This design comes from an exercise in tuning for small area on the open sky130 flow, not from production work.
Only simulation tests tie the RTL to the original design; equivalence was not proved.
No activity file was given, so power comes from the tool's default toggle rates.

[design/flow/config.mk]
export PLATFORM = sky130hd
export DESIGN_NAME = packet_detector_top
export DESIGN_NICKNAME = packet_detector_top
export VERILOG_FILES = /design/flow/design.v
export SDC_FILE = /design/flow/constraint.sdc
export NUM_CORES = 4
export LEC_CHECK = 0
export CAP_MARGIN = 20
export CORE_MARGIN = 2
export CORE_UTILIZATION = 40
export SLEW_MARGIN = 20
[design/flow/design.v]
module packet_detector_alu(
    input clk,
    input rst,
    input signed [15:0] sample0_i, sample1_i, sample2_i, sample3_i, sample4_i,     
                        sample5_i, sample6_i, sample7_i, sample8_i, sample9_i,
                        sample10_i, sample11_i, sample12_i, sample13_i, sample14_i,
                        sample15_i, sample16_i, sample17_i, sample18_i, sample19_i,
                        sample20_i, sample21_i, sample22_i,
    input [2:0] mode_i,
    output reg [15:0] res_o
);
reg [31:0] mult_result;
reg [15:0] abs_r, abs_i;
localparam SUM_23         = 3'd0;
localparam CMPLX_ABS_POW  = 3'd1;
localparam MULT           = 3'd2;
localparam SHIFT_RIGHT    = 3'd3;
localparam ALU_IDLE       = 3'd4;
always @(*) begin
    abs_r = 16'd0;
    abs_i = 16'd0;
    mult_result = 32'd0;
    case(mode_i)
        SUM_23: begin
            res_o = sample0_i + sample1_i + sample2_i + sample3_i + sample4_i + 
                    sample5_i + sample6_i + sample7_i + sample8_i + sample9_i + 
                    sample10_i + sample11_i + sample12_i + sample13_i + sample14_i + 
                    sample15_i + sample16_i + sample17_i + sample18_i + sample19_i + 
                    sample20_i + sample21_i + sample22_i;
        end
        CMPLX_ABS_POW: begin
            abs_r = (sample0_i[15] == 1'b1) ? (~sample0_i + 16'd1) : sample0_i;
            abs_i = (sample1_i[15] == 1'b1) ? (~sample1_i + 16'd1) : sample1_i;
            mult_result = (abs_r * abs_r) + (abs_i * abs_i);                 
            res_o = mult_result >>> 12;
        end
        MULT: begin
            mult_result = sample0_i * sample1_i;
            res_o = mult_result >>> 12;
        end
        SHIFT_RIGHT: begin
            res_o = sample0_i >>> 4;
        end
        default: res_o = 16'd0;
    endcase
end
endmodule
module packet_detector_controller(
    input clk,
    input rst,
    input start_i,
    input valid_i,
	input detect_o,
    output reg bussy_o,
    output reg [2:0] mode_o,
	output reg check_for_packet_detect_o,
	output reg r_i_to_ALU_a_o,
	output reg i_i_to_ALU_b_o,
	output reg mean_samples_to_ALU_o,
	output reg metrik_samples_to_ALU_R_o,
	output reg metrik_samples_to_ALU_I_o,
	output reg metrik_sum_R_to_ALU_a_o,
	output reg metrik_sum_I_to_ALU_b_o,
	output reg metrik_abs_to_ALU_A_o,
	output reg number_of_shifts_to_ALU_b_o,
	output reg payload_length_counter_to_ALU_a_o,
	output reg one_to_ALU_b_o,
	output reg wren_mean_abs_pow_o,
	output reg wren_mean_sum_o,
	output reg wren_metrik_sum_R_o,
	output reg wren_metrik_sum_I_o,
	output reg wren_metrik_abs_pow_o,
	output reg wren_metrik_shift_o,
	output reg wren_payload_length_counter_o,
	output reg wren_reset_payload_lenght_o
);
localparam SUM_23 		    = 3'd0;
localparam CMPLX_ABS_POW    = 3'd1;
localparam MULT 	        = 3'd2;
localparam SHIFT_RIGHT      = 3'd3;
localparam ALU_IDLE         = 3'd4;
localparam IDLE                    = 4'd0;
localparam MEAN_ABS_POW            = 4'd1;
localparam PAYLOAD_LENGTH_COUNTER  = 4'd2;
localparam MEAN_SUM                = 4'd3;
localparam METRIK_SUM_WITH_MULT_R  = 4'd4;
localparam METRIK_SUM_WITH_MULT_I  = 4'd5;
localparam WB1                     = 4'd6;
localparam METRIK_ABS_POW          = 4'd7;
localparam WB2                     = 4'd8;
localparam METRIK_SHIFT            = 4'd9;
localparam WB3                     = 4'd10;
localparam ENDIT                   = 4'd11;
  reg [3:0] current_state;
  reg [3:0] next_state;
  reg start_r;
  reg valid_r;
  always @(posedge clk) begin
    if(rst) begin
      valid_r       <= 1'b0;
      start_r       <= 1'b0;
      current_state <= IDLE;
    end else begin
      valid_r       <= valid_i;
      start_r       <= start_i;
      current_state <= next_state;
    end
  end
  always @(*) begin
    bussy_o                   = 1'b1;
    mode_o                    = ALU_IDLE;
    next_state                = current_state;
    check_for_packet_detect_o = 1'b0;
    r_i_to_ALU_a_o            = 1'b0;
    i_i_to_ALU_b_o            = 1'b0;
    mean_samples_to_ALU_o     = 1'b0;
    metrik_samples_to_ALU_R_o = 1'b0;
    metrik_samples_to_ALU_I_o = 1'b0;
    metrik_sum_R_to_ALU_a_o   = 1'b0;
    metrik_sum_I_to_ALU_b_o   = 1'b0;
    metrik_abs_to_ALU_A_o     = 1'b0;
    number_of_shifts_to_ALU_b_o = 1'b0;
    payload_length_counter_to_ALU_a_o = 1'b0;
    one_to_ALU_b_o = 1'b0;
    wren_mean_abs_pow_o       = 1'b0;
    wren_mean_sum_o           = 1'b0;
    wren_metrik_sum_R_o       = 1'b0;
    wren_metrik_sum_I_o       = 1'b0;
    wren_metrik_abs_pow_o     = 1'b0;
    wren_metrik_shift_o       = 1'b0;
    wren_payload_length_counter_o = 1'b0;
    wren_reset_payload_lenght_o = 1'b0;
    case(current_state)
      IDLE: begin
        bussy_o = 1'b0;
        if(start_r == 1'b1) begin
          next_state = MEAN_ABS_POW;
        end
      end
      MEAN_ABS_POW: begin
        r_i_to_ALU_a_o = 1'b1;
        i_i_to_ALU_b_o = 1'b1;
        mode_o = CMPLX_ABS_POW;
        next_state = PAYLOAD_LENGTH_COUNTER;
      end
	  PAYLOAD_LENGTH_COUNTER: begin 
		wren_mean_abs_pow_o   = 1'b1;
		payload_length_counter_to_ALU_a_o = 1'b1;
		one_to_ALU_b_o = 1'b1;
		mode_o = SUM_23;
		next_state = MEAN_SUM;
	  end
      MEAN_SUM: begin  
		wren_payload_length_counter_o = 1'b1;  
        mean_samples_to_ALU_o = 1'b1;
        mode_o = SUM_23;
        next_state = METRIK_SUM_WITH_MULT_R;
      end
      METRIK_SUM_WITH_MULT_R: begin
        wren_mean_sum_o              = 1'b1;
        metrik_samples_to_ALU_R_o    = 1'b1;
        mode_o = SUM_23;
        next_state = METRIK_SUM_WITH_MULT_I;
      end
      METRIK_SUM_WITH_MULT_I: begin
        wren_metrik_sum_R_o          = 1'b1;
        metrik_samples_to_ALU_I_o    = 1'b1;
        mode_o = SUM_23;
        next_state = WB1;
      end
      WB1: begin
        wren_metrik_sum_I_o = 1'b1;
        next_state = METRIK_ABS_POW;
      end
      METRIK_ABS_POW: begin
        metrik_sum_R_to_ALU_a_o = 1'b1;
        metrik_sum_I_to_ALU_b_o = 1'b1;
        mode_o = CMPLX_ABS_POW;
        next_state = WB2;
      end
      WB2: begin
        wren_metrik_abs_pow_o = 1'b1;
        next_state = METRIK_SHIFT;
      end
      METRIK_SHIFT: begin
        metrik_abs_to_ALU_A_o      = 1'b1;
        number_of_shifts_to_ALU_b_o= 1'b1;
        mode_o = SHIFT_RIGHT;
        next_state = WB3;
      end
      WB3: begin
        wren_metrik_shift_o = 1'b1;
        next_state = ENDIT;
      end
      ENDIT: begin
        check_for_packet_detect_o = 1'b1;
		if (detect_o)begin
			wren_reset_payload_lenght_o = 1'b1;
		end
        next_state = IDLE;
      end
      default: begin
        next_state = IDLE;
      end
    endcase
  end
endmodule
`timescale 1ns/1ps
module packet_detector_datapath(
    input clk,
    input rst,
    input start_i,
    input [15:0] r_i,
    input [15:0] i_i,
    input [2:0] mode_i,
    input wire check_for_packet_detect_i,
    input wire r_i_to_ALU_a_i,
    input wire i_i_to_ALU_b_i,
    input wire mean_samples_to_ALU_i,
    input wire metrik_samples_to_ALU_R_i,
    input wire metrik_samples_to_ALU_I_i,
    input wire metrik_sum_R_to_ALU_a_i,
    input wire metrik_sum_I_to_ALU_b_i,
    input wire metrik_abs_to_ALU_A_i,
    input wire number_of_shifts_to_ALU_b_i,
    input wire payload_length_counter_to_ALU_a_i,
    input wire one_to_ALU_b_i,
    input wire wren_mean_abs_pow_i,
    input wire wren_mean_sum_i,
    input wire wren_metrik_sum_R_i,
    input wire wren_metrik_sum_I_i,
    input wire wren_metrik_abs_pow_i,
    input wire wren_metrik_shift_i,
    input wire wren_payload_length_counter_i,
    input wire wren_reset_payload_lenght_i,
    output signed [15:0] payload_length_o,
    output detect_o
);
localparam signed [15:0] P0  = 16'b0001000000000000;   
localparam signed [15:0] P1  = 16'b1111000000000000;   
localparam signed [15:0] P2  = 16'b1111000000000000;   
localparam signed [15:0] P3  = 16'b1111000000000000;   
localparam signed [15:0] P4  = 16'b0001000000000000;   
localparam signed [15:0] P5  = 16'b0001000000000000;   
localparam signed [15:0] P6  = 16'b1111000000000000;   
localparam signed [15:0] P7  = 16'b0001000000000000;   
localparam signed [15:0] P8  = 16'b0001000000000000;   
localparam signed [15:0] P9  = 16'b1111000000000000;   
localparam signed [15:0] P10 = 16'b1111000000000000;   
localparam signed [15:0] P11 = 16'b1111000000000000;   
localparam signed [15:0] P12 = 16'b1111000000000000;   
localparam signed [15:0] P13 = 16'b0001000000000000;   
localparam signed [15:0] P14 = 16'b0001000000000000;   
localparam signed [15:0] P15 = 16'b1111000000000000;   
localparam signed [15:0] P16 = 16'b0001000000000000;   
localparam signed [15:0] P17 = 16'b1111000000000000;   
localparam signed [15:0] P18 = 16'b1111000000000000;   
localparam signed [15:0] P19 = 16'b0001000000000000;   
localparam signed [15:0] P20 = 16'b0001000000000000;   
localparam signed [15:0] P21 = 16'b0001000000000000;   
localparam signed [15:0] P22 = 16'b1111000000000000;   
    reg signed [15:0] sample0_temp,  sample1_temp,  sample2_temp,  sample3_temp,  sample4_temp,  
                        sample5_temp,  sample6_temp,  sample7_temp,  sample8_temp,  sample9_temp,
                        sample10_temp, sample11_temp, sample12_temp, sample13_temp, sample14_temp,
                        sample15_temp, sample16_temp, sample17_temp, sample18_temp, sample19_temp,
                        sample20_temp, sample21_temp, sample22_temp;
    reg signed [15:0] r_temp, i_temp;
    reg signed [15:0] r_r, i_r;
    reg signed [15:0] abs_sample0, abs_sample1, abs_sample2, abs_sample3, abs_sample4,
                       abs_sample5, abs_sample6, abs_sample7, abs_sample8, abs_sample9,
                       abs_sample10, abs_sample11, abs_sample12, abs_sample13, abs_sample14,
                       abs_sample15, abs_sample16, abs_sample17, abs_sample18, abs_sample19,
                       abs_sample20, abs_sample21, abs_sample22;
reg signed [31:0]   term0_R, term0_I,term1_R, term1_I,term2_R, term2_I,term3_R, term3_I,
                    term4_R, term4_I,term5_R, term5_I,term6_R, term6_I,term7_R, term7_I,
                    term8_R, term8_I,term9_R, term9_I,term10_R, term10_I,term11_R, term11_I,
                    term12_R, term12_I,term13_R, term13_I,term14_R, term14_I,term15_R, term15_I,
                    term16_R, term16_I,term17_R, term17_I,term18_R, term18_I,term19_R, term19_I,
                    term20_R, term20_I,term21_R, term21_I,term22_R, term22_I;
reg signed [15:0] r0, r1, r2, r3, r4, r5, r6, r7, r8, r9,
                  r10, r11, r12, r13, r14, r15, r16, r17, r18, r19,
                  r20, r21, r22;
reg signed [15:0] i0, i1, i2, i3, i4, i5, i6, i7, i8, i9,
                  i10, i11, i12, i13, i14, i15, i16, i17, i18, i19,
                  i20, i21, i22;
    reg signed [15:0] mean_sum_temp;
    reg signed [15:0] metrik_sum_R_temp, metrik_sum_I_temp;
    reg signed [15:0] metrik_abs_pow_temp;
    reg signed [15:0] metrik_shift_temp;
    reg signed [15:0] payload_length_counter_temp;
    reg signed [15:0] metrik_sum_R_r, metrik_sum_I_r;
    reg signed [15:0] metrik_abs_pow_r;
    reg signed [15:0] metrik_shift_r;
    reg signed [15:0] mean_sum_r;
    reg signed [15:0] payload_length_counter_r;
    reg signed [15:0] alu_res_r;
    wire signed [15:0] alu_res;
    wire signed [15:0]  wbb;
packet_detector_alu packet_detector_alu_inst (
    .clk(clk),
    .rst(rst),
    .sample0_i(sample0_temp),
    .sample1_i(sample1_temp),
    .sample2_i(sample2_temp),
    .sample3_i(sample3_temp),
    .sample4_i(sample4_temp),
    .sample5_i(sample5_temp),
    .sample6_i(sample6_temp),
    .sample7_i(sample7_temp),
    .sample8_i(sample8_temp),
    .sample9_i(sample9_temp),
    .sample10_i(sample10_temp),
    .sample11_i(sample11_temp),
    .sample12_i(sample12_temp),
    .sample13_i(sample13_temp),
    .sample14_i(sample14_temp),
    .sample15_i(sample15_temp),
    .sample16_i(sample16_temp),
    .sample17_i(sample17_temp),
    .sample18_i(sample18_temp),
    .sample19_i(sample19_temp),
    .sample20_i(sample20_temp),
    .sample21_i(sample21_temp),
    .sample22_i(sample22_temp),
    .mode_i(mode_i),
    .res_o(alu_res)
);
    always @(posedge clk) begin
        if (rst) begin
            r_r <= 16'd0;
            i_r <= 16'd0;
            alu_res_r <= 8'd0;
            metrik_sum_R_r   <= 16'd0;
            metrik_sum_I_r   <= 16'd0;
            metrik_abs_pow_r <= 16'd0;
            metrik_shift_r   <= 16'd0;
            payload_length_counter_r <= 16'd0;
            mean_sum_r       <= 16'd0;
            r0 <= 16'd0; r1 <= 16'd0; r2 <= 16'd0; r3 <= 16'd0; r4 <= 16'd0; r5 <= 16'd0; r6 <= 16'd0; r7 <= 16'd0; r8 <= 16'd0; r9 <= 16'd0; r10 <= 16'd0; r11 <= 16'd0; r12 <= 16'd0; r13 <= 16'd0; r14 <= 16'd0; r15 <= 16'd0; r16 <= 16'd0; r17 <= 16'd0; r18 <= 16'd0; r19 <= 16'd0; r20 <= 16'd0; r21 <= 16'd0; r22 <= 16'd0;
            i0 <= 16'd0; i1 <= 16'd0; i2 <= 16'd0; i3 <= 16'd0; i4 <= 16'd0; i5 <= 16'd0; i6 <= 16'd0; i7 <= 16'd0; i8 <= 16'd0; i9 <= 16'd0; i10 <= 16'd0; i11 <= 16'd0; i12 <= 16'd0; i13 <= 16'd0; i14 <= 16'd0; i15 <= 16'd0; i16 <= 16'd0; i17 <= 16'd0; i18 <= 16'd0; i19 <= 16'd0; i20 <= 16'd0; i21 <= 16'd0; i22 <= 16'd0;
            abs_sample0  <= 16'd0; abs_sample1  <= 16'd0; abs_sample2  <= 16'd0; abs_sample3  <= 16'd0; abs_sample4  <= 16'd0;
            abs_sample5  <= 16'd0; abs_sample6  <= 16'd0; abs_sample7  <= 16'd0; abs_sample8  <= 16'd0; abs_sample9  <= 16'd0;
            abs_sample10 <= 16'd0; abs_sample11 <= 16'd0; abs_sample12 <= 16'd0; abs_sample13 <= 16'd0; abs_sample14 <= 16'd0;
            abs_sample15 <= 16'd0; abs_sample16 <= 16'd0; abs_sample17 <= 16'd0; abs_sample18 <= 16'd0; abs_sample19 <= 16'd0;
            abs_sample20 <= 16'd0; abs_sample21 <= 16'd0; abs_sample22 <= 16'd0;
        end else begin
            r_r <= r_temp;
            i_r <= i_temp;
            alu_res_r <= alu_res;
            mean_sum_r       <= mean_sum_temp;
            metrik_sum_R_r   <= metrik_sum_R_temp;
            metrik_sum_I_r   <= metrik_sum_I_temp;
            metrik_abs_pow_r <= metrik_abs_pow_temp;
            metrik_shift_r   <= metrik_shift_temp;
            payload_length_counter_r <= payload_length_counter_temp;
            if(start_i)begin
            r22 <= r21;
            r21 <= r20;
            r20 <= r19;
            r19 <= r18;
            r18 <= r17;
            r17 <= r16;
            r16 <= r15;
            r15 <= r14;
            r14 <= r13;
            r13 <= r12;
            r12 <= r11;
            r11 <= r10;
            r10 <= r9;
            r9  <= r8;
            r8  <= r7;
            r7  <= r6;
            r6  <= r5;
            r5  <= r4;
            r4  <= r3;
            r3  <= r2;
            r2  <= r1;
            r1  <= r0;
            r0  <= r_i;
            i22 <= i21;
            i21 <= i20;
            i20 <= i19;
            i19 <= i18;
            i18 <= i17;
            i17 <= i16;
            i16 <= i15;
            i15 <= i14;
            i14 <= i13;
            i13 <= i12;
            i12 <= i11;
            i11 <= i10;
            i10 <= i9;
            i9  <= i8;
            i8  <= i7;
            i7  <= i6;
            i6  <= i5;
            i5  <= i4;
            i4  <= i3;
            i3  <= i2;
            i2  <= i1;
            i1  <= i0;
            i0  <= i_i;
            end
        if(wren_mean_abs_pow_i) begin
            abs_sample22 <= abs_sample21;
            abs_sample21 <= abs_sample20;
            abs_sample20 <= abs_sample19;
            abs_sample19 <= abs_sample18;
            abs_sample18 <= abs_sample17;
            abs_sample17 <= abs_sample16;
            abs_sample16 <= abs_sample15;
            abs_sample15 <= abs_sample14;
            abs_sample14 <= abs_sample13;
            abs_sample13 <= abs_sample12;
            abs_sample12 <= abs_sample11;
            abs_sample11 <= abs_sample10;
            abs_sample10 <= abs_sample9;
            abs_sample9  <= abs_sample8;
            abs_sample8  <= abs_sample7;
            abs_sample7  <= abs_sample6;
            abs_sample6  <= abs_sample5;
            abs_sample5  <= abs_sample4;
            abs_sample4  <= abs_sample3;
            abs_sample3  <= abs_sample2;
            abs_sample2  <= abs_sample1;
            abs_sample1  <= abs_sample0;
            abs_sample0  <= wbb;
        end
        end
    end
    always @(*) begin
        sample0_temp   = 'd0;
        sample1_temp   = 'd0;
        sample2_temp   = 'd0;
        sample3_temp   = 'd0;
        sample4_temp   = 'd0;
        sample5_temp   = 'd0;
        sample6_temp   = 'd0;
        sample7_temp   = 'd0;
        sample8_temp   = 'd0;
        sample9_temp   = 'd0;
        sample10_temp  = 'd0;
        sample11_temp  = 'd0;
        sample12_temp  = 'd0;
        sample13_temp  = 'd0;
        sample14_temp  = 'd0;
        sample15_temp  = 'd0;
        sample16_temp  = 'd0;
        sample17_temp  = 'd0;
        sample18_temp  = 'd0;
        sample19_temp  = 'd0;
        sample20_temp  = 'd0;
        sample21_temp  = 'd0;
        sample22_temp  = 'd0;
        mean_sum_temp = mean_sum_r;
        metrik_sum_R_temp   = metrik_sum_R_r;
        metrik_sum_I_temp   = metrik_sum_I_r;
        metrik_abs_pow_temp = metrik_abs_pow_r;
        metrik_shift_temp   = metrik_shift_r;
        payload_length_counter_temp = payload_length_counter_r;
        r_temp = start_i ? r_i : r_r;
        i_temp = start_i ? i_i : i_r;
        if(wren_payload_length_counter_i) begin
            payload_length_counter_temp = wbb;
        end
        if(wren_mean_sum_i) begin
            mean_sum_temp = wbb;
        end
        if(wren_metrik_sum_R_i) begin
            metrik_sum_R_temp = wbb;
        end
        if(wren_metrik_sum_I_i) begin
            metrik_sum_I_temp = wbb;
        end
        if(wren_metrik_abs_pow_i) begin
            metrik_abs_pow_temp = wbb;
        end
        if(wren_metrik_shift_i) begin
            metrik_shift_temp = wbb;
        end
        if(wren_reset_payload_lenght_i) begin
            payload_length_counter_temp = 16'b1111111111101001;
        end
        if (r_i_to_ALU_a_i) begin
            sample0_temp = r_r;
        end
        if (i_i_to_ALU_b_i) begin
            sample1_temp = i_r;
        end
        if (payload_length_counter_to_ALU_a_i) begin
            sample0_temp = payload_length_counter_r;
        end
        if (one_to_ALU_b_i) begin
            sample1_temp = 16'd1;
        end
        if (mean_samples_to_ALU_i) begin
            sample0_temp  = abs_sample0;
            sample1_temp  = abs_sample1;
            sample2_temp  = abs_sample2;
            sample3_temp  = abs_sample3;
            sample4_temp  = abs_sample4;
            sample5_temp  = abs_sample5;
            sample6_temp  = abs_sample6;
            sample7_temp  = abs_sample7;
            sample8_temp  = abs_sample8;
            sample9_temp  = abs_sample9;
            sample10_temp = abs_sample10;
            sample11_temp = abs_sample11;
            sample12_temp = abs_sample12;
            sample13_temp = abs_sample13;
            sample14_temp = abs_sample14;
            sample15_temp = abs_sample15;
            sample16_temp = abs_sample16;
            sample17_temp = abs_sample17;
            sample18_temp = abs_sample18;
            sample19_temp = abs_sample19;
            sample20_temp = abs_sample20;
            sample21_temp = abs_sample21;
            sample22_temp = abs_sample22;
        end
            term0_R  = (P0[15]  ? (~r0 + 1) : r0);
            term1_R  = (P1[15]  ? (~r1 + 1) : r1);
            term2_R  = (P2[15]  ? (~r2 + 1) : r2);
            term3_R  = (P3[15]  ? (~r3 + 1) : r3);
            term4_R  = (P4[15]  ? (~r4 + 1) : r4);
            term5_R  = (P5[15]  ? (~r5 + 1) : r5);
            term6_R  = (P6[15]  ? (~r6 + 1) : r6);
            term7_R  = (P7[15]  ? (~r7 + 1) : r7);
            term8_R  = (P8[15]  ? (~r8 + 1) : r8);
            term9_R  = (P9[15]  ? (~r9 + 1) : r9);
            term10_R = (P10[15] ? (~r10+ 1) : r10);
            term11_R = (P11[15] ? (~r11+ 1) : r11);
            term12_R = (P12[15] ? (~r12+ 1) : r12);
            term13_R = (P13[15] ? (~r13+ 1) : r13);
            term14_R = (P14[15] ? (~r14+ 1) : r14);
            term15_R = (P15[15] ? (~r15+ 1) : r15);
            term16_R = (P16[15] ? (~r16+ 1) : r16);
            term17_R = (P17[15] ? (~r17+ 1) : r17);
            term18_R = (P18[15] ? (~r18+ 1) : r18);
            term19_R = (P19[15] ? (~r19+ 1) : r19);
            term20_R = (P20[15] ? (~r20+ 1) : r20);
            term21_R = (P21[15] ? (~r21+ 1) : r21);
            term22_R = (P22[15] ? (~r22+ 1) : r22);
        if (metrik_samples_to_ALU_R_i) begin
            sample0_temp  = term0_R;
            sample1_temp  = term1_R;
            sample2_temp  = term2_R;
            sample3_temp  = term3_R;
            sample4_temp  = term4_R;
            sample5_temp  = term5_R;
            sample6_temp  = term6_R;
            sample7_temp  = term7_R;
            sample8_temp  = term8_R;
            sample9_temp  = term9_R;
            sample10_temp = term10_R;
            sample11_temp = term11_R;
            sample12_temp = term12_R;
            sample13_temp = term13_R;
            sample14_temp = term14_R;
            sample15_temp = term15_R;
            sample16_temp = term16_R;
            sample17_temp = term17_R;
            sample18_temp = term18_R;
            sample19_temp = term19_R;
            sample20_temp = term20_R;
            sample21_temp = term21_R;
            sample22_temp = term22_R;
        end
            term0_I  = (P0[15]  ? (~i0 + 1) : i0);
            term1_I  = (P1[15]  ? (~i1 + 1) : i1);
            term2_I  = (P2[15]  ? (~i2 + 1) : i2);
            term3_I  = (P3[15]  ? (~i3 + 1) : i3);
            term4_I  = (P4[15]  ? (~i4 + 1) : i4);
            term5_I  = (P5[15]  ? (~i5 + 1) : i5);
            term6_I  = (P6[15]  ? (~i6 + 1) : i6);
            term7_I  = (P7[15]  ? (~i7 + 1) : i7);
            term8_I  = (P8[15]  ? (~i8 + 1) : i8);
            term9_I  = (P9[15]  ? (~i9 + 1) : i9);
            term10_I = (P10[15] ? (~i10+ 1) : i10);
            term11_I = (P11[15] ? (~i11+ 1) : i11);
            term12_I = (P12[15] ? (~i12+ 1) : i12);
            term13_I = (P13[15] ? (~i13+ 1) : i13);
            term14_I = (P14[15] ? (~i14+ 1) : i14);
            term15_I = (P15[15] ? (~i15+ 1) : i15);
            term16_I = (P16[15] ? (~i16+ 1) : i16);
            term17_I = (P17[15] ? (~i17+ 1) : i17);
            term18_I = (P18[15] ? (~i18+ 1) : i18);
            term19_I = (P19[15] ? (~i19+ 1) : i19);
            term20_I = (P20[15] ? (~i20+ 1) : i20);
            term21_I = (P21[15] ? (~i21+ 1) : i21);
            term22_I = (P22[15] ? (~i22+ 1) : i22);
        if (metrik_samples_to_ALU_I_i) begin
            sample0_temp  = term0_I;
            sample1_temp  = term1_I;
            sample2_temp  = term2_I;
            sample3_temp  = term3_I;
            sample4_temp  = term4_I;
            sample5_temp  = term5_I;
            sample6_temp  = term6_I;
            sample7_temp  = term7_I;
            sample8_temp  = term8_I;
            sample9_temp  = term9_I;
            sample10_temp = term10_I;
            sample11_temp = term11_I;
            sample12_temp = term12_I;
            sample13_temp = term13_I;
            sample14_temp = term14_I;
            sample15_temp = term15_I;
            sample16_temp = term16_I;
            sample17_temp = term17_I;
            sample18_temp = term18_I;
            sample19_temp = term19_I;
            sample20_temp = term20_I;
            sample21_temp = term21_I;
            sample22_temp = term22_I;
        end
        if (metrik_sum_R_to_ALU_a_i) begin
            sample0_temp = metrik_sum_R_r; 
        end
        if (metrik_sum_I_to_ALU_b_i) begin
            sample1_temp = metrik_sum_I_r; 
        end
        if (metrik_abs_to_ALU_A_i) begin
            sample0_temp = metrik_abs_pow_r; 
        end
        if (number_of_shifts_to_ALU_b_i) begin
            sample1_temp = 16'd4; 
        end
    end
    assign wbb = alu_res_r;
    assign detect_o = check_for_packet_detect_i && (metrik_shift_r > mean_sum_r);
    assign payload_length_o = (detect_o  ? payload_length_counter_r : 16'd0);
endmodule
module packet_detector_top(
    input         rst,        
    input         Clk,          
    input         start_i,      
    input         valid_i,      
    input  signed [15:0] r_i,   
    input  signed [15:0] i_i,   
    output signed [15:0] payload_length,
    output wire detect_o       
);
    wire [2:0] alu_mode;     
    wire bussy;
    wire check_for_packet_detect; 
    wire r_i_to_ALU_a;
    wire i_i_to_ALU_b;
    wire mean_samples_to_ALU;
    wire metrik_samples_to_ALU_R;
    wire metrik_samples_to_ALU_I;
    wire metrik_sum_R_to_ALU_a;
    wire metrik_sum_I_to_ALU_b;
    wire metrik_abs_to_ALU_A;
    wire number_of_shifts_to_ALU_b;
    wire payload_length_counter_to_ALU_a;
    wire one_to_ALU_b;
    wire wren_mean_abs_pow;
    wire wren_mean_sum;
    wire wren_metrik_sum_R;
    wire wren_metrik_sum_I;
    wire wren_metrik_abs_pow;
    wire wren_metrik_shift;
    wire wren_reset_payload_lenght;
    wire wren_payload_length_counter;
 packet_detector_datapath DATAPATH (
         .clk(Clk),
         .rst(rst),
         .start_i(start_i),
         .r_i(r_i),
         .i_i(i_i),
         .mode_i(alu_mode),
         .check_for_packet_detect_i(check_for_packet_detect),
         .r_i_to_ALU_a_i(r_i_to_ALU_a),
         .i_i_to_ALU_b_i(i_i_to_ALU_b),
         .mean_samples_to_ALU_i(mean_samples_to_ALU),
         .metrik_samples_to_ALU_R_i(metrik_samples_to_ALU_R),
         .metrik_samples_to_ALU_I_i(metrik_samples_to_ALU_I),
         .metrik_sum_R_to_ALU_a_i(metrik_sum_R_to_ALU_a),
         .metrik_sum_I_to_ALU_b_i(metrik_sum_I_to_ALU_b),
         .metrik_abs_to_ALU_A_i(metrik_abs_to_ALU_A),
         .number_of_shifts_to_ALU_b_i(number_of_shifts_to_ALU_b),
        .payload_length_counter_to_ALU_a_i(payload_length_counter_to_ALU_a),
         .one_to_ALU_b_i(one_to_ALU_b),
         .wren_mean_abs_pow_i(wren_mean_abs_pow),
         .wren_mean_sum_i(wren_mean_sum),
         .wren_metrik_sum_R_i(wren_metrik_sum_R),
         .wren_metrik_sum_I_i(wren_metrik_sum_I),
         .wren_metrik_abs_pow_i(wren_metrik_abs_pow),
         .wren_metrik_shift_i(wren_metrik_shift),
         .wren_payload_length_counter_i(wren_payload_length_counter),
         .wren_reset_payload_lenght_i(wren_reset_payload_lenght),
         .payload_length_o(payload_length),
         .detect_o(detect_o)
    );
    packet_detector_controller CONTROLLER (
         .clk(Clk),
         .rst(rst),
         .start_i(start_i),
         .valid_i(valid_i),
         .detect_o(detect_o),
         .bussy_o(bussy),
         .mode_o(alu_mode),
         .check_for_packet_detect_o(check_for_packet_detect),
         .r_i_to_ALU_a_o(r_i_to_ALU_a),
         .i_i_to_ALU_b_o(i_i_to_ALU_b),
         .mean_samples_to_ALU_o(mean_samples_to_ALU),
         .metrik_samples_to_ALU_R_o(metrik_samples_to_ALU_R),
         .metrik_samples_to_ALU_I_o(metrik_samples_to_ALU_I),
         .metrik_sum_R_to_ALU_a_o(metrik_sum_R_to_ALU_a),
         .metrik_sum_I_to_ALU_b_o(metrik_sum_I_to_ALU_b),
         .metrik_abs_to_ALU_A_o(metrik_abs_to_ALU_A),
         .number_of_shifts_to_ALU_b_o(number_of_shifts_to_ALU_b),
         .payload_length_counter_to_ALU_a_o(payload_length_counter_to_ALU_a),
         .one_to_ALU_b_o(one_to_ALU_b),
         .wren_mean_abs_pow_o(wren_mean_abs_pow),
         .wren_mean_sum_o(wren_mean_sum),
         .wren_metrik_sum_R_o(wren_metrik_sum_R),
         .wren_metrik_sum_I_o(wren_metrik_sum_I),
         .wren_metrik_abs_pow_o(wren_metrik_abs_pow),
         .wren_metrik_shift_o(wren_metrik_shift),
         .wren_payload_length_counter_o(wren_payload_length_counter),
         .wren_reset_payload_lenght_o(wren_reset_payload_lenght)
    );
endmodule
[design/flow/constraint.sdc]
create_clock -name core_clock -period 12.0 [get_ports {Clk}]
set_input_delay 2.4000 -clock core_clock [delete_from_list [all_inputs] [get_ports {Clk}]]
set_output_delay 2.4000 -clock core_clock [all_outputs]
set_load 0.01 [all_outputs]
[design/flow/run.sh]
#!/bin/bash
# synth_recipe.tcl (not shown) runs the flow's synth.tcl, then flattens the netlist and writes it again
# the make line also repeats each setting of config.mk as NAME=value (left out here)
make -C /OpenROAD-flow-scripts/flow DESIGN_CONFIG=/design/flow/config.mk WORK_HOME=/design/flow/orfs CLKGATE_MAP_FILE= SYNTH_SCRIPT=/design/flow/synth_recipe.tcl finish
==> results.py <==
metrics = {
    "synth": {
        "netlist_area_mm2": 0.07662,
        "synth-edff-count": 0,
        "share_of_the_synthesized_area_in_compound_gates_ao_oa_aoi_oai_pct": 10.20,
        "dominant_combinational_cell_family_by_area_after_synthesis": "adder cells",
        "synthMostInstantiatedCell": "nand2_1",
        "post_synth_xor_area_fraction_pct": 5.025,
        "post_synth_main_area_contributors": "dfxtp_1, fa_1, mux2i_1, nand2_1, nor2_1",
        "synth_cells": 8692,
        "yosys.area_share.adder_pct": 21.08,
        "yosys_register_bits": 1221,
        "synth-simple-area-share_pct": 15.42,
        "yosysSeqAreaShare_pct": 31.90,
        "postSynth.topFlopCell": "dfxtp_1",
        "netlist.area_leader.share_pct": 31.90,
        "postSynth.asyncResetShare_pct": 0,
        "post_synth_mux_area_share_pct": 9.853,
        "yosysUniqueCellTypes": 88,
        "synthesis.yosys.warnings": 3,
        "postSynthAreaPerCell_um2": 8.815,
        "synthTopCellsByCount": "nand2_1, dfxtp_1, nor2_1",
        "synthDominantAreaCellType": "dfxtp_1",
    },
    "setup_path": {
        "endpoint_kind": "flop",
        "cpMostUsedCell": "fa_1",
        "critical_path.reg2reg.startpoint": "DATAPATH.r1[3]$_SDFFE_PP0P_",
        "critical_path.startpoint_type": "flop",
        "r2r.worst_path.cells": 34,
        "critical_path_peak_fanout": 12,
        "critical_path_arrival_ns": 12.11,
        "cp_data_required_time_ns": 12.65,
        "timing.reg2reg.setup_slack_ns": 0.54,
        "worst-setup-path-type": "reg -> reg",
        "r2r-end": "DATAPATH.alu_res_r[14]$_SDFF_PP0_",
        "slowest_stage": "xnor2_1",
        "max_stage_delay_ns": 0.86,
    },
    "floorplanning": {
        "dieHeight_um": 441.7,
        "placeableCoreArea_mm2": 0.1902,
        "boundaryPins": 53,
        "die_area_mm2": 0.1951,
        "std_cell_rows": 160,
        "initial_core_util_pct": 40.29,
        "die-width_um": 441.7,
    },
    "clock_tree": {
        "cts_post_setup_buffers_inserted": 0,
        "h_tree_levels": 4,
        "post_cts.resized_instances": 0,
        "cts.hold.buffers_added": 0,
        "cts.sinks": 1221,
        "clkTransAtPathRegs_ns": 0.06,
        "cts.root.buffer_cell": "clkbuf_16",
        "clk_latency_ns": 0.78,
        "tritoncts": "yes",
        "numCtsBuffers": 130,
        "max-clock-path-buffers": 3,
    },
    "place": {
        "finalWeightedCongestion": 0.9470,
        "io_buffers": 51,
        "pre_cts_slack_ns": 0.6779,
        "dpl.hpwl_mm": 173.6,
    },
    "detailed_routing": {
        "drt-wirelength-per-cell_um": 21.70,
        "detailedRoute.firstPassIterationCount": 8,
        "routed-via-count": 60880,
        "drt_iter0_markers": 6074,
        "detail_route.wirelength_mm": 241.1,
        "remaining_drc_errors": 0,
        "drtAntennaViolNets": 0,
        "avgViaCountPerCell": 5.477,
    },
    "power_and_ir_drop": {
        "power_density_normalized_to_cell_area_mw_per_mm2": 115.9,
        "worst_ir_drop_vdd_v": 0.0001346,
        "power.static_leakage_nw": 35.62,
    },
    "timing": {
        "drv_slew": 0,
        "setup_total_negative_slack_ns": 0,
        "worstMarginPinSlew_ns": 1.181,
        "post_route_worst_setup_slack_ns": 0.5375,
        "layout_min_cycle_time_ns": 11.46,
        "max_slew_margin_pct": 20.15,
        "setup_violations": 0,
        "post-route-period-util_pct": 95.52,
        "finalHoldViolations": 0,
        "rsz0062_at_grt": "no",
        "fmax_achieved_ghz": 0.08724,
        "fin_worst_skew_ns": 0.03197,
    },
    "global_route": {
        "grt_antenna_before_repair": 3,
        "global_route.usage.total_pct": 24.31,
        "top_usage_layer": "met2",
        "global_route.usage.met3_pct": 3.551,
        "use_met2_pct": 37.47,
        "grt_first_pass_wirelength_mm": 368.3,
        "grt_pass1_vias": 59680,
        "globalRoute.totalOverflow": 0,
        "met1_usage_pct": 34.01,
        "grt_start_max_net_pins": 233,
    },
    "finish": {
        "num-nets-final": 9433,
        "flow.area_growth_from_synthesis_pct": 9.628,
        "layout-drive-gt1-share_pct": 5.105,
    },
    "status": {
        "run_status": "no timing/DRC/antenna violations",
    },
    "hold_path": {
        "hold_path_end": "DATAPATH.abs_sample22[5]$_SDFFE_PP0P_",
        "worst_hold_startpoint": "DATAPATH.abs_sample22[5]$_SDFFE_PP0P_",
        "min_path_cells": 2,
        "worst_hold_path_type": "reg -> reg",
    },
    "job": {
        "drv_cap": 0,
    },
}
report_power, final:
group	leakage, nW	switching (mW)	internal (mW)
clock	2.16	1.75	2.46
combinational	23.6	0.910	0.494
sequential	9.84	0.0459	4.07
total	35.6	2.71	7.03
per-layer routing:
metal	share of wire (%)	wire length, um
met2	45	107400
met5	0.0041	10
met1	44	105800
met4	4.4	10530
met3	7.2	17350
worst max path at each step:
stage / start / endpoint / slack, ns / depth (start not counted)
after floorplan: CONTROLLER.current_state[1]$_SDFFE_PP0P_ / DATAPATH.alu_res_r[14]$_SDFF_PP0_ / 1.95 / 43
after CTS: CONTROLLER.current_state[2]$_SDFFE_PP0P_ / DATAPATH.alu_res_r[14]$_SDFF_PP0_ / 0.61 / 38
after global placement: CONTROLLER.current_state[2]$_SDFFE_PP0P_ / DATAPATH.alu_res_r[14]$_SDFF_PP0_ / 0.79 / 38
after detailed placement: CONTROLLER.current_state[2]$_SDFFE_PP0P_ / DATAPATH.alu_res_r[14]$_SDFF_PP0_ / 0.68 / 38
final: DATAPATH.r1[3]$_SDFFE_PP0P_ / DATAPATH.alu_res_r[14]$_SDFF_PP0_ / 0.54 / 34
after global routing: CONTROLLER.current_state[2]$_SDFFE_PP0P_ / DATAPATH.alu_res_r[14]$_SDFF_PP0_ / 0.009 / 38
cells in the final DEF (no fill, tap or decap), types with 21 or more instances in the layout:
cell type        netlist  routed
o21ai_0              109     108
fa_1                 664     664
a222oi_1              59      59
nand2b_1              27      27
o22ai_1               40      40
nor4_1                63      62
nor3_1               112     109
clkinv_2               0      23
nor2_1              1036    1034
a22o_1                70      70
buf_4                  5     117
dfxtp_1             1221    1218
clkbuf_8               0      26
ha_1                 228     228
o31ai_1               22      21
nand2_1             1366    1363
mux2i_1              743     743
nand3_1               43      43
conb_1                 2      21
a21oi_1              631     631
clkbuf_1             413      21
or4_1                 28      28
a32oi_1               24      24
inv_1                778     778
a22oi_1              132     132
xnor2_1              252     250
xor2_1               167     167
clkdlybuf4s50_1        0      49
a21o_1                24      24
clkbuf_16              0     134
or3_1                 31      31
a31oi_1               27      27
a221oi_1              25      25
and2_1                26      25
area by class of cell:
cell class	count	area, um^2
Antenna cell	3	7.507
Clock buffer	181	3790
Clock inverter	46	575.6
Fill cell	18660	106200
Inverter	794	2985
Multi-Input combinational cell	6177	47390
Sequential cell	1221	24450
Tap cell	2511	3142
Timing Repair Buffer	181	1659
critical path, delay by kind of cell (launching register included):
family	cells	cell delay, ns
flip-flops	1	0.40
XOR/XNOR	2	0.98
AND/OR/NAND/NOR	15	3.66
adder cells (fa/ha/maj)	9	4.34
buffers and inverters	5	0.75
AO/OA/AOI/OAI	3	1.18
cell families after synthesis:
family / count (synthesis)
DFF: 1221
AOI/OAI and AO/OA: 1245
buffers and inverters: 1313
muxes: 753
xor gates and xnor gates: 429
other: 2
and+or+nand+nor: 2836
adders and majority gates: 893
stage by stage:
step | power [mW] | util, % | std cells | cell area [um^2] | hold WS, ns
finish | 9.732 | 44.17 | 11110 | 84000 | 0.4548
global placement | 5.596 | 41.85 | 10880 | 79600 | 0.4384
floorplan | 5.051 | - | 8711 | 76690 | 0.4329
CTS | 9.797 | 44.15 | 11110 | 83970 | 0.4550
global route | 10.06 | 44.16 | 11110 | 83990 | 0.4687
detailed placement | 5.601 | 41.86 | 10880 | 79600 | 0.4466

re-timing with driven ports:
The results above use ideal ports. As a check the final layout listed here was re-extracted and re-timed, cells and wires unchanged. Step 1, drivers: a clkbuf_16 drives Clk and a buf_2 each remaining input, both assumed. Step 2 adds t to the input delays and takes it off the output delays; t is the mean of the earliest and latest rising clock arrival at the registers after step 1. Input paths then give back, and output paths get back, about the clock's delay inside the block. Three values: ideal ports, drivers, drivers and shift; two values: the first two.
t (ns): 0.847
setup slack, ns: 0.538 / 0.538 / 0.538
slew at the worst register clock pin (ns): 0.07 / 0.07
worst data-port slew with drivers (ns): 0.09
After both steps setup and hold are still met in this run. The setup slack of this run moves by 0.000 ns with the drivers and by 0.000 ns with both steps.
